This design comes from an exercise in tuning for small area, a short achievable clock period and few clock cycles on the open sky130 flow, not from production work. RTL that was checked went through simulation tests only; none was proved equivalent to the original. Function not checked in run 2: the RTL went through the layout flow alone.

## flow/config.mk

```make
export PLATFORM = sky130hd
export DESIGN_NAME = SP
export DESIGN_NICKNAME = SP
export VERILOG_FILES = /design/flow/design.v
export SDC_FILE = /design/flow/constraint.sdc
export NUM_CORES = 4
export LEC_CHECK = 0
export CAP_MARGIN = 20
export CORE_MARGIN = 2
export CORE_UTILIZATION = 40
export SLEW_MARGIN = 20
```

## flow/constraint.sdc

```tcl
create_clock -name core_clock -period 22.0 [get_ports {clk}]
set_input_delay 4.4000 -clock core_clock [delete_from_list [all_inputs] [get_ports {clk}]]
set_output_delay 4.4000 -clock core_clock [all_outputs]
set_load 0.01 [all_outputs]
```

## flow/design.v

```verilog
module SP(
	clk,
	rst_n,
	cg_en,
	in_valid,
	in_data,
	in_mode,
	out_valid,
	out_data
);
input		clk;
input		rst_n;
input		in_valid;
input		cg_en;
input [8:0] in_data;
input [2:0] in_mode;
output reg 		  out_valid;
output reg signed[9:0] out_data;
reg [3:0] c_state, n_state;
parameter ST_IDLE = 'd0,
		  ST_IN_MODE = 'd1,
		  ST_IN = 'd2,
		  ST_ADDSUB = 'd3,
		  ST_SMA = 'd4,
		  ST_MMM = 'd5,
		  ST_OUT = 'd6;
reg [2:0] mode;
reg signed [9:0] data [8:0];
reg [1:0] out_cnt;
wire signed [8:0] bin_code;
reg signed [9:0] final_in_data;
wire signed [8:0] bin_code_two_comp;
wire signed [9:0] max_wire, med_wire, min_wire;
wire signed [9:0] max_min_sub,
			  	  max_min_add,
				  half_diff_temp,
				  midpoint_temp,
				  half_diff,
				  midpoint;
reg signed [9:0] addsub_max, addsub_min;
reg signed [9:0] add_sub [8:0];
wire signed [9:0] sma [8:0];
reg signed [9:0] out_max, out_med, out_min;
reg [3:0] in_cnt;
genvar i;
wire signed [9:0] hor_0 [2:0];  
wire signed [9:0] hor_1 [2:0];  
wire signed [9:0] hor_2 [2:0];  
wire signed [9:0] ver_0 [2:0];  
wire signed [9:0] ver_1 [2:0];  
wire signed [9:0] ver_2 [2:0];  
wire signed [9:0] iter1_winner [6:0];
wire signed [9:0] iter1_loser [6:0];
wire signed [9:0] iter2_winner [6:0];
wire signed [9:0] iter2_loser [6:0];
always @(posedge clk or negedge rst_n) begin
	if(!rst_n) c_state <= ST_IDLE;
	else c_state <= n_state;
end
always @(*) begin
	case (c_state)
	ST_IDLE: begin
		if(in_valid) n_state = ST_IN_MODE;
		else n_state = ST_IDLE;
	end
	ST_IN_MODE: n_state = ST_IN;
	ST_IN: begin
		if(in_cnt <= 4'd8) n_state = ST_IN;
		else begin
			if(mode[1]) n_state = ST_ADDSUB;
			else if(mode[2]) n_state = ST_SMA;
			else n_state = ST_OUT;
		end
	end
	ST_ADDSUB: begin
		if(mode[2]) n_state = ST_SMA;
		else n_state = ST_OUT;
	end
	ST_SMA: n_state = ST_OUT;
	ST_OUT: begin
		if(out_cnt == 2'b11) n_state = ST_IDLE;
		else n_state = ST_OUT;
	end
	default: n_state = ST_IDLE;
	endcase
end
always @(posedge clk or negedge rst_n) begin
	if(!rst_n) in_cnt <= 4'b0;
	else begin
		case (n_state)
			ST_IN_MODE: in_cnt <= in_cnt + 1'b1;
			ST_IN: in_cnt <= in_cnt + 1'b1;
			default: in_cnt <= 1'b0;
		endcase
	end
end
always @(posedge clk or negedge rst_n) begin
	if(!rst_n) mode <= 3'b0;
	else begin
		case (n_state)
		ST_IN_MODE: mode <= in_mode;
		default: mode <= mode;
		endcase
	end
end
always @(*) begin
	case (c_state)
	ST_IDLE: begin
		if(in_valid) begin
			if(in_mode[0]) final_in_data = {bin_code[8], bin_code};
			else final_in_data = {in_data[8], in_data};
		end
		else final_in_data = 10'd0;
	end
	ST_IN_MODE: begin
		if(mode[0]) final_in_data = {bin_code[8], bin_code};
		else final_in_data = {in_data[8], in_data};
	end
	ST_IN: begin
		if(in_valid) begin
			if(mode[0]) final_in_data = {bin_code[8], bin_code};
			else final_in_data = {in_data[8], in_data};
		end
		else final_in_data = 10'd0;
	end
	default: final_in_data = 10'd0;
	endcase
end
always @(posedge clk or negedge rst_n) begin
	if(!rst_n) data[0] <= 10'b0;
	else begin
		case (n_state)
		ST_IN_MODE: data[0] <= final_in_data;
		ST_IN: data[0] <= data[0];
		ST_ADDSUB: begin
			if(data[0] > midpoint) data[0] <= data[0] - half_diff;
			else if(data[0] < midpoint) data[0] <= data[0] + half_diff;
			else data[0] <= data[0];
		end
		ST_SMA: data[0] <= sma[0];
		default: data[0] <= data[0];
		endcase
	end
end
generate
for(i = 1; i < 9; i = i + 1) begin
	always @(posedge clk or negedge rst_n) begin
		if(!rst_n) data[i] <= 10'b0;
		else begin
			case (n_state)
			ST_IN: begin
				if(in_cnt == i)	data[i] <= final_in_data;
				else data[i] <= data[i];
			end
			ST_ADDSUB: begin
				if(data[i] > midpoint) data[i] <= data[i] - half_diff;
				else if(data[i] < midpoint) data[i] <= data[i] + half_diff;
				else data[i] <= data[i];
			end
			ST_SMA: data[i] <= sma[i];
			default: data[i] <= ~data[i];
			endcase
		end
	end
end
endgenerate
always @(posedge clk or negedge rst_n) begin
	if(!rst_n) addsub_max <= 10'b0;
	else begin
		case (n_state)
		ST_IN_MODE: addsub_max <= final_in_data;
		ST_IN: begin
			if(final_in_data > addsub_max) addsub_max <= final_in_data;
			else addsub_max <= addsub_max;
		end
		ST_ADDSUB: addsub_max <= addsub_max;
		default: addsub_max <= ~addsub_max;
		endcase
	end
end
always @(posedge clk or negedge rst_n) begin
	if(!rst_n) addsub_min <= 10'b0;
	else begin
		case (n_state)
		ST_IN_MODE: addsub_min <= final_in_data;
		ST_IN: begin
			if(final_in_data < addsub_min) addsub_min <= final_in_data;
			else addsub_min <= addsub_min;
		end
		ST_ADDSUB: addsub_min <= addsub_min;
		default: addsub_min <= ~addsub_min;
		endcase
	end
end
always @(posedge clk or negedge rst_n) begin
	if(!rst_n) out_max <= 10'b0;
	else begin
		case (n_state)
		ST_OUT: begin
			if(c_state == ST_IN || c_state == ST_ADDSUB || c_state == ST_SMA) out_max <= max_wire;
			else out_max <= out_max;
		end
		default: out_max <= ~out_max;
		endcase
	end
end
always @(posedge clk or negedge rst_n) begin
	if(!rst_n) out_med <= 10'b0;
	else begin
		case (n_state)
		ST_OUT: begin
			if(c_state == ST_IN || c_state == ST_ADDSUB || c_state == ST_SMA) out_med <= med_wire;
			else out_med <= out_med;
		end
		default: out_med <= ~out_med;
		endcase
	end
end
always @(posedge clk or negedge rst_n) begin
	if(!rst_n) out_min <= 10'b0;
	else begin
		case (n_state)
		ST_OUT: begin
			if(c_state == ST_IN || c_state == ST_ADDSUB || c_state == ST_SMA) out_min <= min_wire;
			else out_min <= out_min;
		end
		default: out_min <= ~out_min;
		endcase
	end
end
GRAYCODE2BINARY U_g2b(.gray(in_data), .bin(bin_code));
assign bin_code_two_comp = (in_data[8])? {1'b1, (~bin_code[7:0]) + 1'b1} : bin_code;
assign max_min_sub = addsub_max - addsub_min;
assign max_min_add = addsub_max + addsub_min;
assign half_diff = max_min_sub / 2;
assign midpoint = max_min_add / 2;
assign sma[0] = (data[0] + data[1] + data[8]) / 3;
assign sma[8] = (data[7] + data[8] + data[0]) / 3;
generate
for(i = 1; i < 8; i = i + 1) begin
	assign sma[i] = (data[i-1] + data[i] + data[i+1]) / 3;
end	
endgenerate
always @(posedge clk or negedge rst_n) begin
	if(!rst_n) out_cnt <= 2'b0;
	else begin
		case (n_state)
			ST_OUT: out_cnt <= out_cnt + 1'b1;
			default: out_cnt <= 2'b0;
		endcase
	end
end
always @(posedge clk or negedge rst_n) begin
	if(!rst_n) out_valid <= 1'b0;
	else begin
		case (n_state)
		ST_OUT : out_valid <= 1'b1;		
		default: out_valid <= 1'b0;
		endcase
	end
end
always @(*) begin
	case (c_state)
	ST_OUT: begin
		case (out_cnt)
		2'b01: out_data = out_max;
		2'b10: out_data = out_med;
		2'b11: out_data = out_min;
		default: out_data = 10'b0;
		endcase
		end
	default: out_data = 10'b0;
	endcase
end
assign iter1_winner[0] = (data[0] >= data[1])? data[0] : data[1];
assign iter1_loser[0] = (data[0] >= data[1])? data[1] : data[0];
assign iter2_winner[0] = (iter1_loser[0] >= data[2])? iter1_loser[0] : data[2];
assign iter2_loser[0] = (iter1_loser[0] >= data[2])? data[2] : iter1_loser[0];
assign iter1_winner[1] = (data[3] >= data[4])? data[3] : data[4];
assign iter1_loser[1] = (data[3] >= data[4])? data[4] : data[3];
assign iter2_winner[1] = (iter1_loser[1] >= data[5])? iter1_loser[1] : data[5];
assign iter2_loser[1] = (iter1_loser[1] >= data[5])? data[5] : iter1_loser[1];
assign iter1_winner[2] = (data[6] >= data[7])? data[6] : data[7];
assign iter1_loser[2] = (data[6] >= data[7])? data[7] : data[6];
assign iter2_winner[2] = (iter1_loser[2] >= data[8])? iter1_loser[2] : data[8];
assign iter2_loser[2] = (iter1_loser[2] >= data[8])? data[8] : iter1_loser[2];
assign hor_0[0] = (iter1_winner[0] >= iter2_winner[0])? iter1_winner[0] : iter2_winner[0];
assign hor_0[1] = (iter1_winner[0] >= iter2_winner[0])? iter2_winner[0] : iter1_winner[0];
assign hor_0[2] = iter2_loser[0];
assign hor_1[0] = (iter1_winner[1] >= iter2_winner[1])? iter1_winner[1] : iter2_winner[1];
assign hor_1[1] = (iter1_winner[1] >= iter2_winner[1])? iter2_winner[1] : iter1_winner[1];
assign hor_1[2] = iter2_loser[1];
assign hor_2[0] = (iter1_winner[2] >= iter2_winner[2])? iter1_winner[2] : iter2_winner[2];
assign hor_2[1] = (iter1_winner[2] >= iter2_winner[2])? iter2_winner[2] : iter1_winner[2];
assign hor_2[2] = iter2_loser[2];
assign iter1_winner[3] = (hor_0[0] >= hor_1[0])? hor_0[0] : hor_1[0];
assign iter1_loser[3] = (hor_0[0] >= hor_1[0])? hor_1[0] : hor_0[0];
assign iter2_winner[3] = (iter1_loser[3] >= hor_2[0])? iter1_loser[3] : hor_2[0];
assign iter2_loser[3] = (iter1_loser[3] >= hor_2[0])? hor_2[0] : iter1_loser[3];
assign iter1_winner[4] = (hor_0[1] >= hor_1[1])? hor_0[1] : hor_1[1];
assign iter1_loser[4] = (hor_0[1] >= hor_1[1])? hor_1[1] : hor_0[1];
assign iter2_winner[4] = (iter1_loser[4] >= hor_2[1])? iter1_loser[4] : hor_2[1];
assign iter2_loser[4] = (iter1_loser[4] >= hor_2[1])? hor_2[1] : iter1_loser[4];
assign iter1_winner[5] = (hor_0[2] >= hor_1[2])? hor_0[2] : hor_1[2];
assign iter1_loser[5] = (hor_0[2] >= hor_1[2])? hor_1[2] : hor_0[2];
assign iter2_winner[5] = (iter1_loser[5] >= hor_2[2])? iter1_loser[5] : hor_2[2];
assign iter2_loser[5] = (iter1_loser[5] >= hor_2[2])? hor_2[2] : iter1_loser[5];
assign ver_0[0] = (iter1_winner[3] >= iter2_winner[3])? iter1_winner[3] : iter2_winner[3];
assign ver_0[1] = (iter1_winner[3] >= iter2_winner[3])? iter2_winner[3] : iter1_winner[3];
assign ver_0[2] = iter2_loser[3];
assign ver_1[0] = (iter1_winner[4] >= iter2_winner[4])? iter1_winner[4] : iter2_winner[4];
assign ver_1[1] = (iter1_winner[4] >= iter2_winner[4])? iter2_winner[4] : iter1_winner[4];
assign ver_1[2] = iter2_loser[4];
assign ver_2[0] = (iter1_winner[5] >= iter2_winner[5])? iter1_winner[5] : iter2_winner[5];
assign ver_2[1] = (iter1_winner[5] >= iter2_winner[5])? iter2_winner[5] : iter1_winner[5];
assign ver_2[2] = iter2_loser[5];
assign iter1_winner[6] = (ver_0[2] >= ver_1[1])? ver_0[2] : ver_1[1];
assign iter1_loser[6] = (ver_0[2] >= ver_1[1])? ver_1[1] : ver_0[2];
assign iter2_winner[6] = (iter1_loser[6] >= ver_2[0])? iter1_loser[6] : ver_2[0];
assign iter2_loser[6] = (iter1_loser[6] >= ver_2[0])? ver_2[0] : iter1_loser[6];
assign max_wire = ver_0[0];
assign med_wire = (iter1_winner[6] >= iter2_winner[6])? iter2_winner[6] : iter1_winner[6];
assign min_wire = ver_2[2];
endmodule
module GRAYCODE2BINARY(
	gray, bin
);
input signed [8:0] gray;
output signed [8:0] bin;
wire [7:0] w;
wire [7:0] w_neg;
wire zeroFlag;
assign w[7] = gray[7];
assign w[6] = gray[6] ^ w[7];
assign w[5] = gray[5] ^ w[6];
assign w[4] = gray[4] ^ w[5];
assign w[3] = gray[3] ^ w[4];
assign w[2] = gray[2] ^ w[3];
assign w[1] = gray[1] ^ w[2];
assign w[0] = gray[0] ^ w[1];
assign zeroFlag = |w;
assign bin = (zeroFlag)? ((gray[8])? {1'b1, (~w[7:0]) + 1'b1} : w) : 9'b0;
endmodule
```

## flow/run.sh

```bash
#!/bin/bash
# synth_recipe.tcl (not shown) runs the flow's synth.tcl, then flattens the netlist and writes it again
# the make line also repeats each setting of config.mk as NAME=value (left out here)
make -C /OpenROAD-flow-scripts/flow DESIGN_CONFIG=/design/flow/config.mk WORK_HOME=/design/flow/orfs CLKGATE_MAP_FILE= SYNTH_SCRIPT=/design/flow/synth_recipe.tcl finish
```

==> reports/results.md, run 1 <==
Setup path
- Critical Path Source Type: flip-flop
- Crit. End Element: flip-flop
- Worst path max stage delay: 420 ps
- Req. time, crit path: 22390 ps
- Worst Path Max Fanout: 18
- worst reg-to-reg path cell count: 123
- data arrival at the endpoint of the critical path: 20900 ps
- classification of the worst setup path: reg -> reg
- flop-to-flop setup slack: 1490 ps
- capture point of the worst reg-to-reg path: out_med[3]
- Critical Path Slowest Stage Cell: sky130_fd_sc_hd__mux2_2
- Worst R2R Start: data[1][1]
- cell repeated most along the worst path: sky130_fd_sc_hd__o21a_1

STA
- maximum clock rate: 0.04876 GHz
- total count of hold-check failures in the final report: 0
- final clock period utilization by the worst path: 93.23%
- final total negative setup slack: 0 ps
- worst hold slack across all endpoints: 485.9 ps
- total count of max-transition violations in the final report: 0
- crit path time final: 20510 ps
- Finish-stage setup viols: 0
- transition time of the tightest slew-check pin: 1199 ps
- maximum clock skew at final layout: 13.29 ps
- normalized max-slew margin: 20.08%

Global route
- global-route wire length before repair: 253.3 mm
- via count of the first global-routing pass: 42420
- Tot GR Track Use: 27.53%
- largest net degree at the start of global routing: 67
- total overflow reported by the global router: 0
- initial antenna violation count: 1

Floorplanning
- number of placement rows: 123
- I/O pins: 27
- Die Footprint: 116200 µm²
- Die Span Y: 340.9 µm
- width of the die: 340.9 µm
- placeable core region: 112500 µm²
- Starting Density: 40.36%

Routing
- via count normalized by instance count: 6.183
- vias after detailed routing: 47100
- TritonRoute pass-1 iters: 8
- DRC violations left: 0
- Wirelength per Cell: 21.89 µm
- residual antenna-violating net count after detailed routing: 0
- post-detailed-routing wire length: 166.7 mm
- DRT iter0 DRCs: 4516

Synthesis
- Mapped Area: 45400 µm²
- adder-cell share of the synthesized area: 19.82%
- share of cell area taken by muxes after synthesis: 7.228%
- count of mapped cells out of synthesis: 6140
- largest family of logic cells by synthesized area: compound AO/OA/AOI/OAI gates
- share of the synthesized area in compound gates (AO/OA/AOI/OAI): 29.46%
- Post-synth EDFFs: 0
- number of warnings printed during yosys synthesis: 2
- fraction of registers with async set/reset: 100.0%
- total nets after synthesis: 6815
- simple-gate area share of the yosys netlist: 21.27%
- flip-flop and latch count after synthesis: 153
- XOR/XNOR share of the synthesized area: 8.389%
- unique cell type count in the Yosys netlist: 139
- predominant post-synthesis flop cell: sky130_fd_sc_hd__dfrtp_1
- mean instance size in the synthesized netlist: 7.395 µm²
- portion of the post-synthesis area used by sequential elements: 8.433%

Min path
- Hold Path Cell Cnt: 1
- path class of the lowest-slack min-delay path: reg -> reg
- hold path startpoint: out_min[4]
- WHS Endpoint: out_min[4]

Clock tree
- number of sinks driven by the clock tree: 153
- number of CTS-inserted buffers: 17
- number of hold-repair buffers added at the cts stage: 0
- master cell of the clock root buffer: sky130_fd_sc_hd__clkbuf_16
- worst skew pair latency: 510 ps
- Clock Pin Slew Worst Setup and Hold Paths: 70 ps
- H-Tree Depth: 4
- clock tree from TritonCTS: yes
- maximum number of buffers from clock root to sink: 2

Placed design
- final weighted congestion in routability-driven placement: 1.020
- input/output buffers: 25
- sum of net half-perimeters after detailed placement: 126.6 mm
- Placed Instance Area: 47780 µm²

Final layout
- fraction of final layout cells with drive strength greater than 1: 8.666%
- Design Area, Final: 48820 µm²
- Final Core Density: 43.40%
- nets: 6778
- Syn-to-layout area delta: 7.526%

Flow run
- max_cap viols: 0

Run status
- result of the run: timing/DRC/antenna clean

## what timing repair did
action                     in CTS  in global routing
cloned                          0                  1
setup endpoints to repair       6                 10
setup buffers                   4                 18
pin swaps                       0                 11
gates resized for setup         1                 59
## cell families (layout without fill, tap and decap cells)
kind of cell,count (synthesis),count (layout)
adders and majority gates,666,666
other,0,1
AOI/OAI and AO/OA,1971,1972
and+or+nand+nor,1985,1985
buffers and inverters,626,601
DFF,153,153
muxes,316,316
xor gates and xnor gates,423,423
## layout make-up
type,instances,area [µm²]
clock inverters,15,166.4
diodes,1,2.502
fillers,11400,63680
well taps,1500,1877
inverters,356,1336
repair buffers,213,1714
clock buffers,17,425.4
multi-input cells,5362,39470
flip-flops and latches,153,3829
## cell usage after synthesis (81+ instances only)
cell	instances	area (µm²)
sky130_fd_sc_hd__o21a_1	121	908.4
sky130_fd_sc_hd__dfrtp_1	153	3829
sky130_fd_sc_hd__inv_1	354	1329
sky130_fd_sc_hd__nor2_1	549	2061
sky130_fd_sc_hd__a31oi_1	89	556.8
sky130_fd_sc_hd__nor2b_1	144	900.9
sky130_fd_sc_hd__nand2b_1	103	644.4
sky130_fd_sc_hd__ha_1	568	7107
sky130_fd_sc_hd__nand2_1	493	1851
sky130_fd_sc_hd__nand3_1	150	750.7
sky130_fd_sc_hd__a21oi_1	476	2382
sky130_fd_sc_hd__nor3_1	169	845.8
sky130_fd_sc_hd__xnor2_1	272	2382
sky130_fd_sc_hd__o21ai_0	450	2252
sky130_fd_sc_hd__mux2_2	95	1070
sky130_fd_sc_hd__clkbuf_1	197	739.5
sky130_fd_sc_hd__fa_1	91	1822
sky130_fd_sc_hd__mux2i_1	221	2212
sky130_fd_sc_hd__nand4_1	81	506.7
sky130_fd_sc_hd__xor2_1	142	1244
## layout by cell type, fill, tap and decap left out, drive strengths merged, types with 145 or more instances in the layout
master  count
buf       188
nand2     496
ha        568
o21ai     485
xor2      145
nor3      172
a21oi     489
nand3     152
mux2i     221
nor2      554
inv       362
xnor2     274
dfrtp     153
## flip-flops by register name, summed over array words and instances, names as in the netlist, 4 cells and up
register    flops
data           90
out_med        10
addsub_min     10
in_cnt          4
out_max        10
out_min        10
addsub_max     10
## worst max-delay path: cells and delay by family (launching register included)
kind	cells	cell delay [ps]
simple gates	28	2490
mux	7	2230
buf+inv	9	1350
fa+ha+maj	9	2540
compound gates	70	11380
flops	1	380
## metal layers
layer,track usage [%],vias up,part of all wire [%]
li1,-,22630,-
met1,38.64,22410,45
met2,42.91,1745,44
met3,3.860,311,7.7
met4,9.618,2,3.8
met5,0,-,0.011
## worst max-delay path by stage
stage                          start          to  slack (ps)  cells after the start
after detailed placement  data[1][1]  out_med[3]        -210                    122
after CTS                 data[1][1]  out_med[9]          50                    122
after floorplan           data[1][1]  out_med[3]           5                    129
final                     data[1][1]  out_med[3]        1490                    123
after global routing      data[4][1]  out_med[9]         -40                    129
after global placement    data[1][1]  out_med[3]        -220                    120
## through the flow
step	setup WS [ps]	cells
floorplan	5.411	6140
global placement	-217.8	7560
detailed placement	-212.1	7560
CTS	48.43	7596
global route	-41.27	7616
finish	1490	7617
Testbench counts, summed over its fixed seeds: cycles 7,173.
==> run 2: changes to the inputs <==
==> flow/design.v (replaced) <==
module SP(
	clk,
	rst_n,
	cg_en,
	in_valid,
	in_data,
	in_mode,
	out_valid,
	out_data
);
input		clk;
input		rst_n;
input		in_valid;
input		cg_en;
input [8:0] in_data;
input [2:0] in_mode;
output reg 		  out_valid;
output reg [9:0]  out_data;
integer i;
reg       busy;
reg [4:0] c;
reg [2:0] mode;
reg       o1, o2;
wire start = in_valid && !busy;
always @(posedge clk or negedge rst_n) begin
	if (!rst_n) busy <= 1'b0;
	else if (start) busy <= 1'b1;
	else if (o2) busy <= 1'b0;
end
always @(posedge clk) begin
	c <= busy ? c + 5'd1 : 5'd0;
	if (start) mode <= in_mode;
end
wire m1 = mode[1];
wire m2 = mode[2];
wire inph = (c <= 5'd8);           
wire rep  = (c >= 5'd9);           
wire ins_raw = busy && inph && !m2 && !(m1 && c == 5'd8) ||
               busy && m1 && c <= 5'd7;
wire ins_f   = busy && m1 && !m2 && c >= 5'd10 && c <= 5'd18;
wire ins_q   = busy && m2 && (m1 ? (c >= 5'd13 && c <= 5'd21) : (c >= 5'd4 && c <= 5'd12));
wire ins     = ins_raw || ins_f || ins_q;
wire lastins = busy && (m2 ? (m1 ? c == 5'd21 : c == 5'd12) : (m1 ? c == 5'd18 : c == 5'd8));
wire clr     = busy && m1 && c == 5'd8;    
reg [8:0] raw;
always @(posedge clk) raw <= in_data;
wire [7:0] gb;
wire [7:0] nb;
genvar k;
generate for (k = 0; k < 8; k = k + 1) begin : g_gray
	assign gb[k] = ^raw[7:k];
	if (k == 0) assign nb[k] = gb[0];
	else assign nb[k] = gb[k] ^ (raw[8] & (|gb[k-1:0]));
end endgenerate
wire signed [8:0] vdec = mode[0] ? {raw[8] & (|gb), nb} : $signed(raw);
reg signed [8:0] S [0:8];
wire signed [8:0] e = inph ? vdec : S[0];
always @(posedge clk) begin
	for (i = 0; i < 8; i = i + 1) S[i] <= S[i+1];
	S[8] <= e;
end
reg signed [8:0] mid;
reg [7:0] half;
wire fen = m1 && rep;
wire signed [8:0] hs = {1'b0, half};
wire signed [8:0] fe = !fen ? e : (e > mid) ? e - hs : (e < mid) ? e + hs : e;
reg signed [8:0] f, f1, f2;
always @(posedge clk) begin
	f <= fe; f1 <= f; f2 <= f1;
end
wire signed [10:0] s3 = f + f1 + f2;
wire signed [10:0] q3 = s3 / 3;
reg signed [8:0] q;
always @(posedge clk) q <= q3[8:0];
wire signed [8:0] x = (m2 && !(m1 && inph)) ? q : (rep ? f : vdec);
reg signed [8:0] L [1:5];
reg signed [8:0] mn;
reg [3:0] n;                   
reg [5:0] gt;                  
always @(*) begin
	gt[0] = 1'b1;
	for (i = 1; i <= 5; i = i + 1) gt[i] = (n < i) || (x > L[i]);
end
wire signed [8:0] nmax = gt[1] ? x : L[1];
always @(posedge clk) begin
	if (!busy || clr) n <= 4'd0;
	else if (ins) n <= n + 4'd1;
	if (ins) begin
		L[1] <= nmax;
		for (i = 2; i <= 5; i = i + 1)
			L[i] <= gt[i-1] ? L[i-1] : (gt[i] ? x : L[i]);
		if (n == 4'd0 || x < mn) mn <= x;
	end
end
wire signed [8:0] MX = (vdec > L[1]) ? vdec : L[1];
wire signed [8:0] MN = (vdec < mn) ? vdec : mn;
wire signed [9:0] msum = MX + MN;
wire [9:0] mdiff = MX - MN;
always @(posedge clk) begin
	if (clr) begin
		mid <= (msum + {9'd0, msum[9]}) >>> 1;
		half <= mdiff[8:1];
	end
end
always @(posedge clk or negedge rst_n) begin
	if (!rst_n) begin
		o1 <= 1'b0; o2 <= 1'b0;
		out_valid <= 1'b0;
		out_data <= 10'd0;
	end else begin
		o1 <= lastins;
		o2 <= o1;
		out_valid <= lastins | o1 | o2;
		out_data <= lastins ? {nmax[8], nmax} : o1 ? {L[5][8], L[5]} : o2 ? {mn[8], mn} : 10'd0;
	end
end
endmodule
==> reports/results.md, run 2 <==
Final layout
- flip-flop count of the largest register after layout: 81
- diode count: 0
- Top Registers: S x81, L x45
- count of fill cells added during filler insertion: 3207
- fraction of final layout cells with drive strength greater than 1: 8.661%
- Final Core Density: 45.30%
- Syn-to-layout area delta: 11.43%
- most frequent cells in the layout: sky130_fd_sc_hd__dfxtp_1 (135), sky130_fd_sc_hd__nand2_1 (131), sky130_fd_sc_hd__ha_1 (130)
- register with the highest flop count: S
- most frequent standard cell in the layout excluding fill and tap cells: sky130_fd_sc_hd__dfxtp_1
- nets: 1642

Min path
- path class of the lowest-slack min-delay path: reg -> reg

Routing
- residual antenna-violating net count after detailed routing: 0
- Wirelength per Cell: 17.35 µm
- DRT iter0 DRCs: 885
- vias after detailed routing: 10770
- post-detailed-routing wire length: 33.81 mm
- via count normalized by instance count: 5.525
- TritonRoute pass-1 iters: 5
- DRC violations left: 0

STA
- setup repair after global routing missed its margin: false
- Finish-stage setup viols: 0
- final total negative setup slack: 0 ps
- maximum clock rate: 0.1299 GHz
- worst hold slack across all endpoints: 320.5 ps
- total count of hold-check failures in the final report: 0
- maximum clock skew at final layout: 10.44 ps
- final clock period utilization by the worst path: 34.99%
- total count of max-transition violations in the final report: 0
- crit path time final: 7699 ps
- normalized max-slew margin: 32.36%
- transition time of the tightest slew-check pin: 1015 ps

Clock tree
- number of hold-repair buffers added at the cts stage: 0
- Clock Pin Slew Worst Setup and Hold Paths: 60 ps
- Setup Buffers After CTS: 0
- master cell of the clock root buffer: sky130_fd_sc_hd__clkbuf_16
- maximum number of buffers from clock root to sink: 3
- number of sinks driven by the clock tree: 222
- clock tree from TritonCTS: yes
- H-Tree Depth: 1
- worst skew pair latency: 530 ps
- count of instances resized after the clock tree is built: 0
- number of CTS-inserted buffers: 25

Synthesis
- total nets after synthesis: 1620
- portion of the post-synthesis area used by sequential elements: 38.41%
- count of mapped cells out of synthesis: 1460
- Mapped Area: 13670 µm²
- Post-synth EDFFs: 74
- unique cell type count in the Yosys netlist: 100
- largest cells by area after synthesis: sky130_fd_sc_hd__dfxtp_1 (20%), sky130_fd_sc_hd__edfxtp_1 (16%), sky130_fd_sc_hd__ha_1 (12%)
- most common library cells after synthesis: sky130_fd_sc_hd__dfxtp_1 (135), sky130_fd_sc_hd__nand2_1 (131), sky130_fd_sc_hd__ha_1 (130)
- fraction of registers with async set/reset: 5.856%
- cell taking the most area after synthesis: sky130_fd_sc_hd__dfxtp_1
- share of the synthesized area in the top cell type: 19.77%
- number of warnings printed during yosys synthesis: 3
- flip-flop and latch count after synthesis: 222
- top-count cell post-synth: sky130_fd_sc_hd__dfxtp_1
- predominant post-synthesis flop cell: sky130_fd_sc_hd__dfxtp_1
- mean instance size in the synthesized netlist: 9.361 µm²

Setup path
- Worst Path Max Fanout: 17
- Crit. End Element: flip-flop
- classification of the worst setup path: reg -> reg
- Critical Path Source Type: flip-flop
- Req. time, crit path: 22450 ps
- data arrival at the endpoint of the critical path: 8150 ps

Global route
- global-route wire length before repair: 54.70 mm
- largest net degree at the start of global routing: 29
- Tot GR Track Use: 18.90%
- initial antenna violation count: 0
- via count of the first global-routing pass: 10350
- total overflow reported by the global router: 0

Placed design
- sum of net half-perimeters after detailed placement: 25.13 mm
- final weighted congestion in routability-driven placement: 0.9164
- input/output buffers: 25

Floorplanning
- placeable core region: 33620 µm²
- number of placement rows: 67
- I/O pins: 27
- Die Footprint: 35660 µm²
- Die Span Y: 188.8 µm
- width of the die: 188.8 µm
- Starting Density: 40.66%

Run status
- result of the run: timing/DRC/antenna clean

Flow run
- max_cap viols: 0

==> run 2: worst paths after layout <==
path | start | endpoint | slack (ps) | cells past startpoint
setup / recovery | f[1] | q[6] | 14300 | 27
hold / removal | S[6][4] | S[5][4] | 320 | 0
setup reg to reg | f[1] | q[6] | 14300 | 27
hold reg to reg | S[6][4] | S[5][4] | 320 | 0
max in group asynchronous | rst_n | out_data[2] | 17160 | 1
min in group asynchronous | rst_n | out_data[5] | 4330 | 1
==> run 2: kinds of logic (layout without fill, tap and decap cells) <==
family | Yosys count | after routing | synth area share [%]
adders and majority gates | 144 | 144 | 13.95
xor gates and xnor gates | 59 | 59 | 4.037
muxes | 52 | 52 | 4.037
AOI/OAI and AO/OA | 393 | 393 | 19.77
buffers and inverters | 168 | 209 | 4.935
and+or+nand+nor | 422 | 422 | 14.86
DFF | 222 | 222 | 38.41
==> run 2: worst max-delay path: stages (launching register included) <==
cell                       delay, ps
sky130_fd_sc_hd__dfxtp_1         340
sky130_fd_sc_hd__fa_1            550
sky130_fd_sc_hd__ha_1            200
sky130_fd_sc_hd__inv_1            70
sky130_fd_sc_hd__fa_1            500
sky130_fd_sc_hd__nor2b_1         210
sky130_fd_sc_hd__o22a_2          210
sky130_fd_sc_hd__a31oi_1         130
sky130_fd_sc_hd__nor2_1          670
sky130_fd_sc_hd__o21ai_1         310
sky130_fd_sc_hd__a22oi_2         460
sky130_fd_sc_hd__o21ai_1         230
sky130_fd_sc_hd__a31oi_4         520
sky130_fd_sc_hd__a221oi_1        180
sky130_fd_sc_hd__o21ai_0         210
sky130_fd_sc_hd__nand3_1         150
sky130_fd_sc_hd__nand2_1          90
sky130_fd_sc_hd__ha_1            170
sky130_fd_sc_hd__nor3_1           80
sky130_fd_sc_hd__o221a_2         160
sky130_fd_sc_hd__a22o_1          250
sky130_fd_sc_hd__a211oi_2        460
sky130_fd_sc_hd__mux2_1          390
sky130_fd_sc_hd__nor4_1          210
sky130_fd_sc_hd__ha_1            220
sky130_fd_sc_hd__nand4_1         150
sky130_fd_sc_hd__o31ai_1         340
sky130_fd_sc_hd__xnor2_1         160
==> run 2: cell type report <==
class                           instances  area [µm²]  share of cell area, %
Tap cell                              448       560.5                  3.681
Multi-Input combinational cell       1070        7760                  50.95
Sequential cell                       222        5250                  34.47
Clock buffer                           35       693.2                  4.551
Inverter                              112       420.4                  2.760
Timing Repair Buffer                   51       445.4                  2.925
Clock inverter                         11       100.1                 0.6572
==> run 2: metal layers <==
layer | track usage [%] | wire length, µm | up-vias
met2 | 30.92 | 15380 | 291
met5 | 0 | 0 | -
li1 | - | - | 5340
met1 | 26.23 | 15840 | 5076
met3 | 2.403 | 1785 | 61
met4 | 5.349 | 804 | 0
==> run 2: stage by stage <==
step	setup slack, ps	area [µm²]	std cells
floorplan	15450	13670	1460
global placement	14380	14420	1903
detailed placement	14380	14430	1903
CTS	14330	15220	1949
global route	13700	15230	1949
finish	14300	15230	1949

==> static timing again, ports no longer ideal <==
No port has a modelled driver above. Below, the same layouts with a new extraction and two added sets of constraints.
Step 1 assumes that a clkbuf_16 drives the clock port and a buf_2 every other input.
Step 2 times the ports against the registers' clock, not the clock port: input delays grow and output delays shrink by t, the midpoint of the rising clock arrivals with the driver on.
Slacks: ideal / step 1 / step 2; pairs: ideal / step 1.
run	t, ns	setup WS [ns]	hold slack, ns	worst setup path at the end
run 1	0.560	1.490 / 1.490 / 1.490	0.486 / 0.486 / 0.486	register to register
run 2	0.577	14.301 / 14.301 / 14.301	0.321 / 0.321 / 0.321	register to register
After both steps every run listed still meets setup and hold.
